Source: an optimization exercise on an open RTL-to-GDS flow (aim: small area). Production flows keep margins and buffers that such runs may drop. At most, simulation tests tie the RTL to the original design; equivalence was not proved. Power is estimated from default activity; no workload was simulated.

// ICMP
module ICMP(readmode,sendmode,hardreset,inputdata,typeoficmpin,codein,restofheaderin,clock,outputmessage,outputvalid,restofheaderout,typeoficmpout,codeout);
input hardreset;
input [31:0] inputdata;
input [31:0] restofheaderin;
input [7:0] typeoficmpin;
input [7:0] codein;
input clock;
input readmode;
input sendmode;
output [31:0] outputmessage;
output outputvalid;
output reg [31:0] restofheaderout;
output reg [7:0] typeoficmpout;
output reg [7:0] codeout;
reg [4:0] st;
wire ms = ~st[4];
wire mr = st[4];
wire [3:0] cnt = st[3:0];
reg [15:0] h0, h1, h2, h3, h4;
reg [15:0] l1;
reg [15:0] l2_n, l3_n, l4_n;    
wire [15:0] l2 = ~l2_n;
wire [15:0] l3 = ~l3_n;
reg [15:0] lo_n;    
wire [15:0] l4 = ~l4_n;
wire [15:0] lo = ~lo_n;
wire idle   = (st == 5'd0) | (st == 5'd13) | (st == 5'd23);
wire s_e1   = (st == 5'd1);
wire rot    = ms & (cnt >= 4'd4);
wire hsel   = (cnt <= 4'd5);
wire swin   = ms & (cnt >= 4'd9);
wire rwin   = mr & (cnt >= 4'd5);
wire lwin   = (st == 5'd9);
wire l4win  = (ms & (cnt >= 4'd10)) | rwin;
always @(posedge clock) begin
  if (hardreset)
    st <= 5'd0;
  else if (idle)
    st <= readmode ? 5'd17 : (sendmode ? 5'd1 : 5'd0);
  else
    st <= st + 5'd1;
end
wire [15:0] h4_d = rot ? h0 : inputdata[31:16];
wire [15:0] l1_d = rot ? l2 : inputdata[15:0];
wire [15:0] acc_op = s_e1 ? l1_d : lo;
wire [15:0] add_op = hsel ? h4_d : l1_d;
wire [15:0] sum = acc_op + add_op + 16'd1;
always @(posedge clock) begin
  h4 <= h4_d;
  h3 <= s_e1 ? restofheaderin[31:16] : h4;
  h2 <= s_e1 ? {typeoficmpin, codein} : h3;
  h1 <= h2;
  h0 <= h1;
  ...
For scale: about 600 cells after synthesis, ~210 flip-flops, about 170 I/O pins, ~6800 sq um of cells after synthesis.
==> flow/config.mk <==
export PLATFORM = sky130hd
export DESIGN_NAME = ICMP
export DESIGN_NICKNAME = ICMP
export VERILOG_FILES = /design/flow/design.v
export SDC_FILE = /design/flow/constraint.sdc
export NUM_CORES = 4
export LEC_CHECK = 0
export CAP_MARGIN = 20
export CORE_MARGIN = 2
export CORE_UTILIZATION = 70
export PLACE_DENSITY = 0.8
export SLEW_MARGIN = 20
==> flow/constraint.sdc <==
create_clock -name core_clock -period 5.0 [get_ports {clock}]
set_input_delay 1.0000 -clock core_clock [delete_from_list [all_inputs] [get_ports {clock}]]
set_output_delay 1.0000 -clock core_clock [all_outputs]
set_load 0.01 [all_outputs]
standard.sh (not shown) runs the stock make flow with config.mk's settings and CLKGATE_MAP_FILE= SYNTH_SCRIPT=/design/flow/synth_recipe.tcl, a recipe that flattens the netlist after the stock synthesis.
==> flow/flow/run.sh <==
#!/bin/bash
# Layout: the standard flow (standard.sh) with these changes:
#  - synthesis is ORFS's synth.tcl run through synth_recipe.tcl as standard.sh
#    does, except that ABC maps the logic with flow/area.abc (area mapping)
#    instead of ORFS's speed script; registers are mapped before ABC runs, so
#    they are the standard synthesis's
#  - the floorplan step removes synthesis buffers (REMOVE_ABC_BUFFERS=1)
#    instead of running repair_timing on wire-load estimates
#  - the port buffers buffer_ports inserts are buf_1 cells
#  - CTS uses clkbuf_8 with smaller sink clusters and inserts no dummy loads
# make's full output goes to standard.log in the work folder; ORFS's per-step
# logs stay under orfs/logs.
set -euo pipefail
W=$(pwd)
export BUFFER_PORTS_ARGS="-buffer_cell sky130_fd_sc_hd__buf_1"
export REMOVE_ABC_BUFFERS=1
export CTS_ARGS="-sink_clustering_enable -repair_clock_nets -dont_use_dummy_load -buf_list sky130_fd_sc_hd__clkbuf_8 -sink_clustering_size 20 -sink_clustering_max_diameter 45"
awk -v s="$W/flow/area.abc" '{print} /source .*synth_preamble.tcl/ {print "set abc_args [lreplace $abc_args 1 1 " s "]"}' \
  "$FLOW_HOME/scripts/synth.tcl" > "$W/flow_synth.tcl"
grep -q "lreplace" "$W/flow_synth.tcl"
sed "s#source \$::env(SCRIPTS_DIR)/synth.tcl#source $W/flow_synth.tcl#" "$W/synth_recipe.tcl" > "$W/flow_synth_recipe.tcl"
grep -q "flow_synth.tcl" "$W/flow_synth_recipe.tcl"
sed "s#SYNTH_SCRIPT=$W/synth_recipe.tcl#SYNTH_SCRIPT=$W/flow_synth_recipe.tcl#" "$W/standard.sh" > "$W/flow_standard.sh"
grep -q "flow_synth_recipe.tcl" "$W/flow_standard.sh"
bash "$W/flow_standard.sh" > standard.log 2>&1
==> flow/flow/area.abc <==
strash
dc2
dc2
dch -f
amap
The baseline produced a clean layout.
Next try:
--- a/flow/flow/run.sh
+++ b/flow/flow/run.sh
@@ -17 +17 @@
-export CTS_ARGS="-sink_clustering_enable -repair_clock_nets -dont_use_dummy_load -buf_list sky130_fd_sc_hd__clkbuf_8 -sink_clustering_size 20 -sink_clustering_max_diameter 45"
+export CTS_ARGS="-sink_clustering_enable -repair_clock_nets -dont_use_dummy_load -buf_list sky130_fd_sc_hd__clkbuf_8 -sink_clustering_size 18 -sink_clustering_max_diameter 60"
Clock-buffer cell count drops by 1.
Combinational power fell by about 0.9%.
Design area barely changes.
Worst hold slack is worse by 0.0043 ns.
Non-clock buffer count decreases by 1.
Clock power drops by 3.3%.
Area after synthesis is unchanged.
Clock skew decreases by 0.020 ns.
Next try:
PLACE_DENSITY = 0.9   (was 0.8)
Effect:
- The changed run ran to the end with no violations
- critical path depth goes up by 1
- core utilization goes up by 1.2 points
- design area goes up by 1.4%
- final cell count goes up by 1.1%
- setup slack got worse by 0.058 ns
- hold slack improved by 0.046 ns
- sequential share of layout area goes down by 0.74 points
- total power goes up by about 2.4%
- wire length goes up by 8.2%
- via count goes up by about 4%
Next try:
CORE_UTILIZATION = 80   (was 70)
With this change the flow died in clock tree synthesis (4_1_cts), error DPL-0033.
Synthesized area stays the same.
Synthesized cell count is unchanged.
Next try:
--- a/flow/flow/run.sh
+++ b/flow/flow/run.sh
@@ -7,2 +6,0 @@
-#  - the floorplan step removes synthesis buffers (REMOVE_ABC_BUFFERS=1)
-#    instead of running repair_timing on wire-load estimates
CORE_UTILIZATION = 70   (was 80)
PLACE_DENSITY = 0.8   (was 0.9)
With this change the flow completed without violations. Synthesized area is unchanged. Synthesized cell count does not change.
Next try:
--- a/flow/flow/run.sh
+++ b/flow/flow/run.sh
@@ -6,0 +7,2 @@
+#  - the floorplan step removes synthesis buffers (REMOVE_ABC_BUFFERS=1)
+#    instead of running repair_timing on wire-load estimates
SETUP_SLACK_MARGIN = -0.3   (was unset)
- final area fell by about 0.55%
- utilization fell by 0.45 points
- power fell by about 0.5%
- wire length went down by 0.39%
- critical path depth is lower by 1
- global-route usage is unchanged

Setup of JK:
Another version of the RTL of ICMP (not shown whole).
Size in the first run: ~630 cells after synthesis, about 210 flip-flops, about 170 I/O pins, ~7200 um^2 of cells after synthesis.
export LEC_CHECK = 0
export CAP_MARGIN = 20
export CORE_MARGIN = 2
export CORE_UTILIZATION = 40
export SLEW_MARGIN = 20
create_clock -name core_clock -period 5.0 [get_ports {clock}]
==> flow/flow/run.sh <==
#!/bin/bash
# Layout: the standard flow (standard.sh) with these changes:
#  - synthesis is ORFS's synth.tcl run through synth_recipe.tcl as standard.sh
#    does, except that ABC maps the logic with flow/area.abc (area mapping)
#    instead of ORFS's speed script; registers are mapped before ABC runs, so
#    they are the standard synthesis's
#  - the port buffers buffer_ports inserts are buf_1 cells
#  - CTS uses clkbuf_8 with smaller sink clusters and inserts no dummy loads
# make's full output goes to standard.log in the work folder; ORFS's per-step
# logs stay under orfs/logs.
set -euo pipefail
W=$(pwd)
export BUFFER_PORTS_ARGS="-buffer_cell sky130_fd_sc_hd__buf_1"
export CTS_ARGS="-sink_clustering_enable -repair_clock_nets -dont_use_dummy_load -buf_list sky130_fd_sc_hd__clkbuf_8 -sink_clustering_size 18 -sink_clustering_max_diameter 60"
awk -v s="$W/flow/area.abc" '{print} /source .*synth_preamble.tcl/ {print "set abc_args [lreplace $abc_args 1 1 " s "]"}' \
  "$FLOW_HOME/scripts/synth.tcl" > "$W/flow_synth.tcl"
grep -q "lreplace" "$W/flow_synth.tcl"
sed "s#source \$::env(SCRIPTS_DIR)/synth.tcl#source $W/flow_synth.tcl#" "$W/synth_recipe.tcl" > "$W/flow_synth_recipe.tcl"
grep -q "flow_synth.tcl" "$W/flow_synth_recipe.tcl"
sed "s#SYNTH_SCRIPT=$W/synth_recipe.tcl#SYNTH_SCRIPT=$W/flow_synth_recipe.tcl#" "$W/standard.sh" > "$W/flow_standard.sh"
grep -q "flow_synth_recipe.tcl" "$W/flow_standard.sh"
bash "$W/flow_standard.sh" > standard.log 2>&1
Scripts as last shown in full above: flow/flow/area.abc
Input changes introduced in PW (baseline for comparison: JK):
==> flow/flow/area.abc <==
strash
dc2
dch
amap
Findings:
Switching power (higher): JK
Looking at PW and JK, the post-route clock period utilization is a wash.
Actual slew at the worst max-slew pin (higher): PW
No functional check of the RTL was part of any run of this note.

Setup of run a:
Another version of the RTL of ICMP (not shown whole).
Size: ~210 flip-flops, about 170 I/O pins, roughly 0.0070 mm² of cells after synthesis.
export LEC_CHECK = 0
export CAP_MARGIN = 5
export CORE_MARGIN = 2
export CORE_UTILIZATION = 40
export SLEW_MARGIN = 5
create_clock -name core_clock -period 5.0 [get_ports {clock}]
==> flow/flow/area.abc <==
strash
dc2
dc2
dch -f
amap
Scripts as last shown in full above: flow/flow/run.sh
Run a closes out successfully: all stages finished, all timing, DRC and antenna checks passed.
### run a -> run b
# run a
export LEC_CHECK = 0
export CAP_MARGIN = 5
export CORE_MARGIN = 2
export CORE_UTILIZATION = 40
export SLEW_MARGIN = 5
create_clock -name core_clock -period 5.0 [get_ports {clock}]
# run b
export LEC_CHECK = 0
export CAP_MARGIN = 20
export CORE_MARGIN = 2
export CORE_UTILIZATION = 60
export SLEW_MARGIN = 20
create_clock -name core_clock -period 5.0 [get_ports {clock}]
[summary]
- Run b: flow completed, timing, DRC and antenna clean
- Run b vs. run a: area of the multi-input gates went down by 10 µm².
- Global-route total usage across every layer, run a and run b: smaller value in run a
- Comparing run a against run b, there is no change at all in number of failing setup endpoints in the final timing report.
- Compared with run a, run b has extra setup slack.
- Reported for run a and run b, number of hold-slack violations in the final timing report turned out identical to the last digit.
- | hold slack | higher: run a |
- Min fraction of the core area covered by cells at the end of the flow across run a and run b: run a
- Against run a as the reference, run b delivers a lower minimum clock period.
- Summary of run b over run a: routed wire length fell 6.9%; cell area reported after detailed placement lower.

==> separate check: timing with driven ports <==
The results above use ideal ports. As a check the final layouts listed here were re-extracted and re-timed, cells and wires unchanged.
Step 1 (the two cells are an assumption about what drives the block):
set clk [get_ports {clock}]
set_driving_cell -lib_cell sky130_fd_sc_hd__clkbuf_16 $clk
set_driving_cell -lib_cell sky130_fd_sc_hd__buf_2 [delete_from_list [all_inputs] $clk]
Step 2 also shifts input and output timing later by t, the mid clock arrival at the registers, as if the neighbouring blocks saw the same clock.
Three values: no drivers, after step 1, after step 2; two values: the first two.
run | t (ns) | slack for setup (ns) | worst setup path at the end | worst data-port slew with drivers (ns)
the first run of note 1 | 0.510 | 0.424 / 0.424 / 0.288 | input to register | 0.06
the second run of note 1 | 0.510 | 0.377 / 0.377 / 0.253 | input to register | 0.06
the third run of note 1 | 0.518 | 0.319 / 0.319 / 0.319 | input to register | 0.06
the fifth run of note 1 | 0.510 | 0.377 / 0.377 / 0.253 | input to register | 0.06
the sixth run of note 1 | 0.512 | 0.203 / 0.203 / 0.203 | register to register | 0.06
JK | 0.512 | 0.345 / 0.345 / 0.345 | register to register | 0.06
PW | 0.523 | 0.341 / 0.341 / 0.341 | register to register | 0.06
run a | 0.522 | 0.485 / 0.485 / 0.461 | input to register | 0.05
run b | 0.518 | 0.595 / 0.595 / 0.532 | input to register | 0.06
After both steps every run listed still meets setup and hold. For the first run of note 1, which loses most, drivers alone change the setup slack by 0.000 ns; drivers and shift together by -0.136 ns.
